Source: an optimization exercise on an open RTL-to-GDS flow (aim: small area, a short achievable clock period and few clock cycles). Production flows keep margins and buffers that such runs may drop. At most, simulation tests tie the RTL to the original design; equivalence was not proved. Power is estimated from default activity; no workload was simulated.

trial 93:
==> flow/design.v <==
module MU0(in_data, rst_n, clk,
           out_data, out_address, memrq, rnw);
    input  [15:0] in_data;
    input         rst_n, clk;
    output [15:0] out_data;
    output [11:0] out_address;
    output        memrq, rnw;
    reg         ex;      
    reg         fe;      
    reg         rs;      
    reg         sel;     
    reg         ka;      
    reg         ub;      
    reg         sb;      
    reg  [15:0] ir;
    reg  [11:0] pc;
    reg  [15:0] acc;
    wire [3:0] op   = ir[15:12];
    wire       hop  = op[3] | (op[2:0] == 3'b111);
    wire       dop  = ~op[3] & ~op[2];
    wire       jop  = ~op[3] & op[2] & ~(op[1] & op[0]);
    assign out_address = sel ? ir[11:0] : pc;
    assign memrq       = fe | rs | (ex & ~hop);
    assign rnw         = ~(ex & (op == 4'b0001));
    assign out_data    = acc;
    wire [15:0] a_op  = ka ? acc : 16'd0;
    wire [15:0] b_op  = (ub ? in_data : 16'd0) ^ {16{sb}};
    wire [16:0] sum   = {a_op, 1'b1} + {b_op, sb};
    wire [15:0] acc_n = sum[16:1];
    wire        pc_en = fe | (ex & jop);
    wire        nex   = fe | rs | (ex & jop);
    wire [3:0]  nop   = in_data[15:12];
    wire        neg   = acc[15] & ~rs;
    wire        nz    = (|acc) & ~rs;
    wire        ntake = (nop[1:0] == 2'b00) |
                        (nop[1:0] == 2'b01 & ~neg) |
                        (nop[1:0] == 2'b10 & nz);
    wire        sel_n = ~(ex & dop) & ~nop[3] & (~nop[2] | ntake);
    always @(posedge clk) begin
        ir  <= in_data;
        acc <= acc_n;
        if (~rst_n) begin
            ex  <= 1'b0;
            fe  <= 1'b0;
            rs  <= 1'b1;
            sel <= 1'b0;
            ka  <= 1'b0;
            ub  <= 1'b0;
            sb  <= 1'b0;
            pc  <= 12'd0;
        end else begin
            ex  <= nex;
            fe  <= ex & dop;
            rs  <= 1'b0;
            sel <= sel_n;
            ka  <= ~(nex & (nop == 4'b0000));
            ub  <= nex & ~nop[3] & ~nop[2] & (nop[1:0] != 2'b01);
            sb  <= nex & (nop == 4'b0011);
            if (pc_en)
                pc <= out_address + 12'd1;
        end
    end
endmodule
clock: 4.5 ns
lec_check: 0
cap_margin: 20
core_margin: 2
core_utilization: 40
setup_slack_margin: 2.0
slew_margin: 20
standard.sh (not shown) runs the stock make flow with config.mk's settings and CLKGATE_MAP_FILE= SYNTH_SCRIPT=/design/flow/synth_recipe.tcl, a recipe that flattens the netlist after the stock synthesis.
==> flow/flow/run.sh <==
#!/bin/bash
set -euo pipefail
bash standard.sh BUFFER_PORTS_ARGS="-buffer_cell sky130_fd_sc_hd__buf_1" finish > standard.log 2>&1
Trial 93: flow completed, timing, DRC and antenna clean
Testbench counts of trial 93, summed over its fixed seeds: cycles 33,132.
[inputs] trial 15 vs trial 93
==> flow/design.v <==
module MU0(in_data, rst_n, clk,
           out_data, out_address, memrq, rnw);
    input  [15:0] in_data;
    input         rst_n, clk;
    output [15:0] out_data;
    output [11:0] out_address;
    output        memrq, rnw;
    reg         ex;      
    reg         fe;      
    reg         rs;      
    reg         sel;     
    reg         mrq;     
    reg         rd;      
    reg  [15:0] ir;
    reg  [11:0] pc;
    reg  [15:0] acc;
    wire [3:0] op   = ir[15:12];
    wire       dop  = ~op[3] & ~op[2];
    wire       jop  = ~op[3] & op[2] & ~(op[1] & op[0]);
    assign out_address = sel ? ir[11:0] : pc;
    assign memrq       = mrq;
    assign rnw         = rd;
    assign out_data    = acc;
    wire        lda   = ex & (op == 4'b0000);
    wire        sub   = ex & (op == 4'b0011);
    wire        ka    = ~(lda | rs);
    wire        ub    = ex & dop & (op[1:0] != 2'b01);
    wire [15:0] a_op  = ka ? acc : 16'd0;
    wire [15:0] b_op  = (ub ? in_data : 16'd0) ^ {16{sub}};
    wire [16:0] sum   = {a_op, 1'b1} + {b_op, sub};
    wire [15:0] acc_n = sum[16:1];
    wire        pc_en = fe | (ex & jop);
    wire        nex   = fe | rs | (ex & jop);
    wire [3:0]  nop   = in_data[15:12];
    wire        nhop  = nop[3] | (nop[2:0] == 3'b111);
    wire        neg   = acc[15] & ~rs;
    wire        nz    = (|acc) & ~rs;
    wire        ntake = (nop[1:0] == 2'b00) |
                        (nop[1:0] == 2'b01 & ~neg) |
                        (nop[1:0] == 2'b10 & nz);
    wire        sel_n = ~(ex & dop) & ~nop[3] & (~nop[2] | ntake);
    always @(posedge clk) begin
        ir  <= in_data;
        acc <= acc_n;
        if (~rst_n) begin
            ex  <= 1'b0;
            fe  <= 1'b0;
            rs  <= 1'b1;
            sel <= 1'b0;
            mrq <= 1'b1;
            rd  <= 1'b1;
            pc  <= 12'd0;
        end else begin
            ex  <= nex;
            fe  <= ex & dop;
            rs  <= 1'b0;
            sel <= sel_n;
            mrq <= (ex & dop) | (nex & ~nhop);
            rd  <= ~(nex & (nop == 4'b0001));
            if (pc_en)
                pc <= out_address + 12'd1;
        end
    end
endmodule
Results
Trial 93 -> trial 15: count of maximum capacitance violations delta 0, exact match
Compared with trial 93, trial 15 shows a lower final weighted congestion of routability-driven global placement.
From trial 93 to trial 15 the numbers moved as follows: total instance count after detailed placement dropped 5; worst hold slack moved down; fraction of cell area in non-clock buffers went up.
Only the layout flow was run in trial 15; the RTL was not checked for function there.

---

== run 1 ==
Another version of the RTL of MU0 (not shown whole).
Size in the first run: roughly 300 cells after synthesis, about 51 flip-flops, ~48 I/O pins, roughly 2700 µm² of cells after synthesis.
==> module MU0, before the edit <==
module MU0(in_data, rst_n, clk,
           out_data, out_address, memrq, rnw);
    input  [15:0] in_data;
    input         rst_n, clk;
    output [15:0] out_data;
    output [11:0] out_address;
    output        memrq, rnw;
    reg         ex;      
    reg         fe;      
    reg         rs;      
    reg         ka, ub, sb;
    reg         sel;     
    reg  [15:0] ir;
    reg  [11:0] pc;
    reg  [15:0] acc;
    wire [3:0] op   = ir[15:12];
    wire       hop  = op[3] | (op[2:0] == 3'b111);
    wire       dop  = ~op[3] & ~op[2];
    wire       jop  = ~op[3] & op[2] & ~(op[1] & op[0]);
    assign out_address = sel ? ir[11:0] : pc;
    assign memrq       = fe | rs | (ex & ~hop);
    assign rnw         = ~(ex & (op == 4'b0001));
    assign out_data    = acc;
    wire [15:0] a_op  = ka ? acc : 16'd0;
    wire [15:0] b_op  = ub ? ir  : 16'd0;
    wire [15:0] pg = a_op ^ b_op;
    wire [15:0] gg = a_op & b_op;
    wire cin = sb;
    wire [15:0] cy;
    wire g0c = gg[0] | pg[0] & cin;
    wire G_1_0 = gg[1] | pg[1] & g0c;
    wire P_1_0 = pg[1] & pg[0];
    wire G_2_0 = gg[2] | pg[2] & G_1_0;
    wire P_2_0 = pg[2] & P_1_0;
    wire G_3_2 = gg[3] | pg[3] & gg[2];
    wire P_3_2 = pg[3] & pg[2];
    wire G_3_0 = G_3_2 | P_3_2 & G_1_0;
    wire P_3_0 = P_3_2 & P_1_0;
    wire G_4_0 = gg[4] | pg[4] & G_3_0;
    wire P_4_0 = pg[4] & P_3_0;
    wire G_5_4 = gg[5] | pg[5] & gg[4];
    wire P_5_4 = pg[5] & pg[4];
    wire G_5_0 = G_5_4 | P_5_4 & G_3_0;
    wire P_5_0 = P_5_4 & P_3_0;
    wire G_6_4 = gg[6] | pg[6] & G_5_4;
    wire P_6_4 = pg[6] & P_5_4;
    wire G_6_0 = G_6_4 | P_6_4 & G_3_0;
    wire P_6_0 = P_6_4 & P_3_0;
    wire G_7_6 = gg[7] | pg[7] & gg[6];
    wire P_7_6 = pg[7] & pg[6];
    wire G_7_4 = G_7_6 | P_7_6 & G_5_4;
    wire P_7_4 = P_7_6 & P_5_4;
    wire G_7_0 = G_7_4 | P_7_4 & G_3_0;
    wire P_7_0 = P_7_4 & P_3_0;
    wire G_8_0 = gg[8] | pg[8] & G_7_0;
    wire P_8_0 = pg[8] & P_7_0;
    wire G_9_8 = gg[9] | pg[9] & gg[8];
    wire P_9_8 = pg[9] & pg[8];
    wire G_9_0 = G_9_8 | P_9_8 & G_7_0;
    wire P_9_0 = P_9_8 & P_7_0;
    wire G_10_8 = gg[10] | pg[10] & G_9_8;
    wire P_10_8 = pg[10] & P_9_8;
    wire G_10_0 = G_10_8 | P_10_8 & G_7_0;
    wire P_10_0 = P_10_8 & P_7_0;
    wire G_11_10 = gg[11] | pg[11] & gg[10];
    wire P_11_10 = pg[11] & pg[10];
    wire G_11_8 = G_11_10 | P_11_10 & G_9_8;
    wire P_11_8 = P_11_10 & P_9_8;
    wire G_11_0 = G_11_8 | P_11_8 & G_7_0;
    wire P_11_0 = P_11_8 & P_7_0;
    wire G_12_8 = gg[12] | pg[12] & G_11_8;
    wire P_12_8 = pg[12] & P_11_8;
    wire G_12_0 = G_12_8 | P_12_8 & G_7_0;
    wire P_12_0 = P_12_8 & P_7_0;
    wire G_13_12 = gg[13] | pg[13] & gg[12];
    wire P_13_12 = pg[13] & pg[12];
    wire G_13_8 = G_13_12 | P_13_12 & G_11_8;
    wire P_13_8 = P_13_12 & P_11_8;
    wire G_13_0 = G_13_8 | P_13_8 & G_7_0;
    wire P_13_0 = P_13_8 & P_7_0;
    wire G_14_12 = gg[14] | pg[14] & G_13_12;
    wire P_14_12 = pg[14] & P_13_12;
    wire G_14_8 = G_14_12 | P_14_12 & G_11_8;
    wire P_14_8 = P_14_12 & P_11_8;
    wire G_14_0 = G_14_8 | P_14_8 & G_7_0;
    wire P_14_0 = P_14_8 & P_7_0;
    wire G_15_14 = gg[15] | pg[15] & gg[14];
    wire P_15_14 = pg[15] & pg[14];
    wire G_15_12 = G_15_14 | P_15_14 & G_13_12;
    wire P_15_12 = P_15_14 & P_13_12;
    wire G_15_8 = G_15_12 | P_15_12 & G_11_8;
    wire P_15_8 = P_15_12 & P_11_8;
    wire G_15_0 = G_15_8 | P_15_8 & G_7_0;
    wire P_15_0 = P_15_8 & P_7_0;
    assign cy = {G_14_0,G_13_0,G_12_0,G_11_0,G_10_0,G_9_0,G_8_0,G_7_0,G_6_0,G_5_0,G_4_0,G_3_0,G_2_0,G_1_0,g0c, cin};
    wire [15:0] acc_n = pg ^ cy;
    wire        acc_nz = |acc_n;
    wire        pc_en = fe | (ex & jop);
    wire [3:0]  nop   = in_data[15:12];
    wire        ntake = (nop[1:0] == 2'b00) |
                        (nop[1:0] == 2'b01 & ~acc_n[15]) |
                        (nop[1:0] == 2'b10 & acc_nz);
    wire        sel_n = ~(ex & dop) & ~nop[3] & (~nop[2] | ntake);
    wire        sub_x = ex & (op == 4'b0011);
    always @(posedge clk) begin
        ir  <= in_data ^ {16{sub_x}};
        acc <= acc_n;
        if (~rst_n) begin
            ex  <= 1'b0;
            fe  <= 1'b0;
            rs  <= 1'b1;
            ka  <= 1'b0;
            ub  <= 1'b0;
            sb  <= 1'b0;
            sel <= 1'b0;
            pc  <= 12'd0;
        end else begin
            ex  <= fe | rs | (ex & jop);
            fe  <= ex & dop;
            rs  <= 1'b0;
            ka  <= ~(ex & (op == 4'b0000));
            ub  <= ex & dop & (op[1:0] != 2'b01);
            sb  <= sub_x;
            sel <= sel_n;
            if (pc_en)
                pc <= out_address + 12'd1;
        end
    end
endmodule
clock: 4.5 ns
lec_check: 0
cap_margin: 20
core_margin: 2
core_utilization: 40
setup_slack_margin: 2.0
slew_margin: 20
Scripts as last shown in full above: flow/flow/run.sh
Input changes introduced in run 2 (baseline for comparison: run 1):
-- flow/design.v --
<<< run 1, line 95
    assign cy = {G_14_0,G_13_0,G_12_0,G_11_0,G_10_0,G_9_0,G_8_0,G_7_0,G_6_0,G_5_0,G_4_0,G_3_0,G_2_0,G_1_0,g0c, cin};
    wire [15:0] acc_n = pg ^ cy;
    wire        acc_nz = |acc_n;
    wire        pc_en = fe | (ex & jop);
    wire [3:0]  nop   = in_data[15:12];
>>> run 2, line 95
    assign cy = {G_14_0,G_13_0,G_12_0,G_11_0,G_10_0,G_9_0,G_8_0,G_7_0,G_6_0,G_5_0,G_4_0,G_3_0,G_2_0,G_1_0,g0c, cin};
    wire [15:0] acc_n = pg ^ cy;
    wire [15:0] zk    = {a_op[14:0] | b_op[14:0], sb};
    wire        acc_nz = |(pg ^ zk);
    wire        pc_en = fe | (ex & jop);
    wire [3:0]  nop   = in_data[15:12];
--- outcome ---
- Run 2 | status: complete | timing, DRC, antenna: pass
- From run 1 to run 2 the numbers moved as follows: simple-gate share of the synthesized area went down; final core utilization went up; final RePlAce weighted congestion went down; per-cell routed wire length did not really move; clock-net power went up.
- Lower XOR/XNOR share of the synthesized area among run 2 and run 1: run 1
- Combinational group share of total power in run 2 is 3.1 points above run 1.
- Final cell count sits higher in run 2 than in run 1.
No run of this note included a check of the RTL's function; only the layout flow was run.

-- what the ideal ports hide --
No port has a modelled driver above. Below, the same layouts with a new extraction and two added sets of constraints. Step 1: set_driving_cell puts a clkbuf_16 on clk and a buf_2 on each other input, an assumption about the parent block. Step 2 adds t to the input delays and takes it off the output delays; t is the mean of the earliest and latest rising clock arrival at the registers after step 1. Input paths then give back, and output paths get back, about the clock's delay inside the block. a / b / c = ideal ports / drivers / drivers and shift; a / b = the first two.
run | shift t [ns] | setup WS [ns] | hold slack, ns | latest minus earliest clock arrival (ns) | worst register clock-pin slew, ns
trial 93 | 0.327 | 1.943 / 1.924 / 1.597 | 0.466 / 0.466 / 0.466 | 0.007 / 0.007 | 0.10 / 0.10
trial 15 | 0.344 | 1.802 / 1.802 / 1.802 | 0.457 / 0.457 / 0.457 | 0.011 / 0.011 | 0.11 / 0.11
run 1 | 0.332 | 1.381 / 1.381 / 1.381 | 0.461 / 0.461 / 0.461 | 0.008 / 0.008 | 0.10 / 0.10
run 2 | 0.337 | 2.063 / 2.062 / 2.063 | 0.458 / 0.458 / 0.458 | 0.006 / 0.007 | 0.10 / 0.10
After both steps setup and hold are still met in every run listed. For trial 93, which loses most, drivers alone change the setup slack by -0.019 ns; drivers and shift together by -0.346 ns.
